This is an optimization exercise on Yosys and OpenROAD, whose aim is small area, not a production implementation. Function was checked by simulation only, so behaviour that the tests miss may differ from the original. The clock port is modelled as an ideal driver; clocking choices that lean on that would not hold on a real chip. No activity file was given, so power comes from the tool's default toggle rates.

## maple
Design VGAController2, start of the top module:
module VGAController2(CLK, KBCODE, HCOORD, VCOORD, KBSTROBE, CSEL, ARST_L);
Size: about 150 flip-flops, ~43 I/O pins, roughly 8000 um^2 of cells after synthesis.
==> flow/config.mk <==
export PLATFORM = sky130hd
export DESIGN_NAME = VGAController2
export DESIGN_NICKNAME = VGAController2
export VERILOG_FILES = /design/flow/design.v
export SDC_FILE = /design/flow/constraint.sdc
export NUM_CORES = 4
export LEC_CHECK = 0
export CAP_MARGIN = 20
export CORE_MARGIN = 2
export CORE_UTILIZATION = 65
export SLEW_MARGIN = 20
==> flow/constraint.sdc <==
create_clock -name core_clock -period 10.0 [get_ports {CLK}]
set_input_delay 2.0000 -clock core_clock [delete_from_list [all_inputs] [get_ports {CLK}]]
set_output_delay 2.0000 -clock core_clock [all_outputs]
set_load 0.01 [all_outputs]
standard.sh (not shown) runs the stock make flow with config.mk's settings and CLKGATE_MAP_FILE= SYNTH_SCRIPT=/design/flow/synth_recipe.tcl, a recipe that flattens the netlist after the stock synthesis.
==> flow/flow/run.sh <==
#!/bin/bash
# Layout flow: the standard ORFS flow (standard.sh) with
#  - the same synthesis script (synth_recipe.tcl), except that
#    * adders are not pre-mapped to full/half-adder cells (ADDER_MAP_FILE
#      empty), so ABC sees all the logic, and
#    * the final technology mapping uses an area-oriented ABC script
#      (flow/abc_area.script: &deepsyn for two minutes, then amap);
#    registers are mapped exactly as in the standard synthesis;
#  - the smallest buffer cell for pass-through outputs and port buffers
#    (every port still gets its own buffer);
#  - clock tree synthesis without dummy loads, with clkbuf_8 only.
# Each tool's output goes to its own log in this folder (and ORFS's logs).
set -euo pipefail
HERE=$(pwd)
{
  cat <<TCL
proc abc {args} {
  set i [lsearch \$args -script]
  if { \$i >= 0 } { lset args [expr {\$i + 1}] $HERE/flow/abc_area.script }
  yosys abc {*}\$args
}
TCL
  cat synth_recipe.tcl
} > synth_area.tcl

ARGS=(SYNTH_SCRIPT=$HERE/synth_area.tcl
      ADDER_MAP_FILE=
      "MIN_BUF_CELL_AND_PORTS=sky130_fd_sc_hd__buf_1 A X"
      "BUFFER_PORTS_ARGS=-buffer_cell sky130_fd_sc_hd__buf_1"
      "CTS_ARGS=-sink_clustering_enable -repair_clock_nets -dont_use_dummy_load -buf_list {sky130_fd_sc_hd__clkbuf_8}")
bash standard.sh "${ARGS[@]}" synth > synth.log 2>&1
bash standard.sh "${ARGS[@]}" finish > layout.log 2>&1
==> flow/flow/abc_area.script <==
strash
dc2
&get -n
&st
&deepsyn -T 120
&put
dch -f
amap
maple finished end to end and its layout was clean on timing, DRC and antenna.
diff inputs: maple => pine
- a change of CORE_UTILIZATION from 65 to 50
==> flow/flow/run.sh <==
#!/bin/bash
# Layout flow: the standard ORFS flow (standard.sh) with
#  - the same synthesis script (synth_recipe.tcl), except that
#    * adders are not pre-mapped to full/half-adder cells (ADDER_MAP_FILE
#      empty), so ABC sees all the logic, and
#    * the final technology mapping uses area-oriented ABC scripts
#      (flow/abc.script.in: &deepsyn, then amap or &nf); three such
#      syntheses run side by side (different seeds / mappers) and the one
#      with the smallest cell area is laid out;
#    registers are mapped exactly as in the standard synthesis;
#  - the smallest buffer cell for pass-through outputs and port buffers
#    (every port still gets its own buffer);
#  - clock tree synthesis without dummy loads, with clkbuf_8 only.
# Each tool's output goes to its own log in this folder (and ORFS's logs).
set -euo pipefail
HERE=$(pwd)

ARGS=(ADDER_MAP_FILE=
      "MIN_BUF_CELL_AND_PORTS=sky130_fd_sc_hd__buf_1 A X"
      "BUFFER_PORTS_ARGS=-buffer_cell sky130_fd_sc_hd__buf_1"
      "CTS_ARGS=-sink_clustering_enable -repair_clock_nets -dont_use_dummy_load -buf_list {sky130_fd_sc_hd__clkbuf_8}")

run_synth() {  # $1 = name, $2 = seed, $3 = mapper
  local n=$1
  sed -e "s/@SEED@/$2/" -e "s/@MAP@/$3/" flow/abc.script.in > abc_$n.script
  {
    cat <<TCL
proc abc {args} {
  set i [lsearch \$args -script]
  if { \$i >= 0 } { lset args [expr {\$i + 1}] $HERE/abc_$n.script }
  yosys abc {*}\$args
}
TCL
    cat synth_recipe.tcl
  } > synth_$n.tcl
  sed -E "s#WORK_HOME=[^ ]*/orfs #WORK_HOME=$HERE/syn_$n #" standard.sh > standard_$n.sh
  grep -q "WORK_HOME=$HERE/syn_$n " standard_$n.sh
  bash standard_$n.sh "${ARGS[@]}" SYNTH_SCRIPT=$HERE/synth_$n.tcl synth > synth_$n.log 2>&1
}

run_synth a 1 amap &
run_synth b 2 amap &
run_synth c 3 "\&nf -a" &
wait

best=""; best_area=""
for n in a b c; do
  rpt=syn_$n/reports/sky130hd/VGAController2/base/synth_stat.txt
  [[ -f $rpt ]] || continue
  a=$(awk '/Chip area for module/ {print $NF}' $rpt | tail -1)
  echo "synthesis $n: $a" >> synth_choice.log
  if [[ -z $best ]] || awk "BEGIN{exit !($a < $best_area)}"; then best=$n; best_area=$a; fi
done
echo "chosen: $best ($best_area)" >> synth_choice.log
mkdir -p orfs
cp -a syn_$best/. orfs/
bash standard.sh "${ARGS[@]}" SYNTH_SCRIPT=$HERE/synth_$best.tcl finish > layout.log 2>&1
==> flow/flow/abc.script.in (new file) <==
strash
dc2
&get -n
&st
&deepsyn -T 100 -S @SEED@
&put
dch -f
@MAP@
removed: flow/flow/abc_area.script
Results
maple | stages: all done | timing, DRC, antenna: all pass. The flow ended early for pine: it failed with a tool error in synthesis.


build 91:
Another version of the RTL of VGAController2 (not shown whole).
For scale: about 150 flip-flops, ~43 I/O pins.
==> flow/config.mk <==
export PLATFORM = sky130hd
export DESIGN_NAME = VGAController2
export DESIGN_NICKNAME = VGAController2
export VERILOG_FILES = /design/flow/design.v
export SDC_FILE = /design/flow/constraint.sdc
export NUM_CORES = 4
export LEC_CHECK = 0
export CAP_MARGIN = 10
export CORE_MARGIN = 2
export CORE_UTILIZATION = 50
export GPL_TIMING_DRIVEN = 0
export SLEW_MARGIN = 10
==> flow/constraint.sdc <==
create_clock -name core_clock -period 10.0 [get_ports {CLK}]
set_input_delay 2.0000 -clock core_clock [delete_from_list [all_inputs] [get_ports {CLK}]]
set_output_delay 2.0000 -clock core_clock [all_outputs]
set_load 0.01 [all_outputs]
==> flow/flow/run.sh <==
#!/bin/bash
# Layout flow: the standard ORFS flow (standard.sh) with
#  - the same synthesis script (synth_recipe.tcl), except that
#    * adders are not pre-mapped to full/half-adder cells (ADDER_MAP_FILE
#      empty), so ABC sees all the logic, and
#    * the final technology mapping uses area-oriented ABC scripts
#      (flow/abc.script.in: &deepsyn, then two rounds of choice-based area
#      mapping with amap); seven such syntheses run side by side (different
#      seeds and amap options) and the one with the smallest cell area is
#      laid out;
#    registers are mapped exactly as in the standard synthesis;
#  - the smallest buffer cell for pass-through outputs and port buffers
#    (every port still gets its own buffer);
#  - clock tree synthesis without dummy loads, with clkbuf_4 buffers; after
#    it, each clock buffer whose flip-flop clock pins would see a slew over
#    90 ps is upsized to clkbuf_8 (flow/clock_buffers.tcl);
#  - buffers from synthesis removed at floorplan (REMOVE_ABC_BUFFERS).
# Each tool's output goes to its own log in this folder (and ORFS's logs).
set -euo pipefail
HERE=$(pwd)

ARGS=(ADDER_MAP_FILE=
      "MIN_BUF_CELL_AND_PORTS=sky130_fd_sc_hd__buf_1 A X"
      "BUFFER_PORTS_ARGS=-buffer_cell sky130_fd_sc_hd__buf_1"
      "CTS_ARGS=-sink_clustering_enable -repair_clock_nets -dont_use_dummy_load -buf_list {sky130_fd_sc_hd__clkbuf_4}"
      POST_CTS_TCL=$HERE/flow/clock_buffers.tcl
      REMOVE_ABC_BUFFERS=1)
export CLK_SLEW_TARGET=0.09

run_synth() {  # $1 = name, $2 = seed, $3 = extra amap option
  local n=$1
  sed -e "s/@SEED@/$2/" -e "s/@M@/$3/" flow/abc.script.in > abc_$n.script
  {
    cat <<TCL
proc abc {args} {
  set i [lsearch \$args -script]
  if { \$i >= 0 } { lset args [expr {\$i + 1}] $HERE/abc_$n.script }
  yosys abc {*}\$args
}
TCL
    cat synth_recipe.tcl
  } > synth_$n.tcl
  sed -E "s#WORK_HOME=[^ ]*/orfs #WORK_HOME=$HERE/syn_$n #" standard.sh > standard_$n.sh
  grep -q "WORK_HOME=$HERE/syn_$n " standard_$n.sh
  bash standard_$n.sh "${ARGS[@]}" SYNTH_SCRIPT=$HERE/synth_$n.tcl synth > synth_$n.log 2>&1
}

run_synth a 1 "" &
run_synth b 2 "" &
run_synth c 3 "" &
run_synth d 1 "-m" &
run_synth e 2 "-m" &
run_synth f 3 "-m" &
run_synth g 4 "-m" &
wait

best=""; best_area=""
for n in a b c d e f g; do
  rpt=syn_$n/reports/sky130hd/VGAController2/base/synth_stat.txt
  [[ -f $rpt && -f syn_$n/results/sky130hd/VGAController2/base/1_synth.odb ]] || continue
  a=$(awk '/Chip area for module/ {print $NF}' $rpt | tail -1)
  echo "synthesis $n: $a" >> synth_choice.log
  if [[ -z $best ]] || awk "BEGIN{exit !($a < $best_area)}"; then best=$n; best_area=$a; fi
done
echo "chosen: $best ($best_area)" >> synth_choice.log
mkdir -p orfs
cp -a syn_$best/. orfs/
bash standard.sh "${ARGS[@]}" SYNTH_SCRIPT=$HERE/synth_$best.tcl finish > layout.log 2>&1
==> flow/flow/abc.script.in <==
strash
dc2
&get -n
&st
&deepsyn -T 150 -S @SEED@
&put
dch -f
amap -F 20 -A 20 -C 5000 @M@
strash
dch -f
amap -F 20 -A 20 -C 5000 @M@
Other scripts of this flow, unchanged in this note and not shown: flow/flow/clock_buffers.tcl
No stage failed in build 91, and the final checks on the layout all came back clean.
Input-level comparison between build 3 and build 91:
- CORE_UTILIZATION changed from 50 to 58
==> flow/flow/abc.script.in <==
strash
dc2
&get -n
&st
&deepsyn -T 200 -S @SEED@
&put
dch -f
amap -F 20 -A 20 -C 5000 @M@
strash
dch -f
amap -F 20 -A 20 -C 5000 @M@
### Flow results
Critical path endpoint = code[1]: build 91; critical path endpoint = code[0]: build 3. Build 3 ends up with higher proportion of power drawn by the clock network than build 91 does. Compared with build 91, build 3 shows a lower wire length. Compared with build 91, build 3 shows post-route minimum period lower by 640 ps. Taking build 3 over build 91, the via density per instance ratio works out to 1.05. Higher chip height was reported by build 91, not build 3.

[port drivers added, routing unchanged]
No port has a modelled driver above. Below, the same layouts with a new extraction and two added sets of constraints.
Step 1 (the two cells are an assumption about what drives the block):
set clk [get_ports {CLK}]
set_driving_cell -lib_cell sky130_fd_sc_hd__clkbuf_16 $clk
set_driving_cell -lib_cell sky130_fd_sc_hd__buf_2 [delete_from_list [all_inputs] $clk]
Step 2, shift: input delay + t, output delay - t, t = (earliest + latest rising clock arrival at the registers) / 2. This alone moves slack from input paths to output paths.
Slacks: ideal / step 1 / step 2; pairs: ideal / step 1.
run | t (ns) | setup slack, ns | hold slack, ns | clock arrival spread, ns | worst data-port slew with drivers (ns)
maple | 0.497 | 4.862 / 4.874 / 4.377 | 0.371 / 0.371 / 0.371 | 0.040 / 0.040 | 0.03
build 91 | 0.479 | 4.030 / 4.046 / 3.568 | 0.370 / 0.370 / 0.370 | 0.029 / 0.029 | 0.03
build 3 | 0.482 | 4.666 / 4.682 / 4.200 | 0.361 / 0.361 / 0.361 | 0.031 / 0.031 | 0.03
After both steps setup and hold are still met in every run listed. The setup slack of maple, which loses most, moves by +0.012 ns with the drivers and by -0.485 ns with both steps.
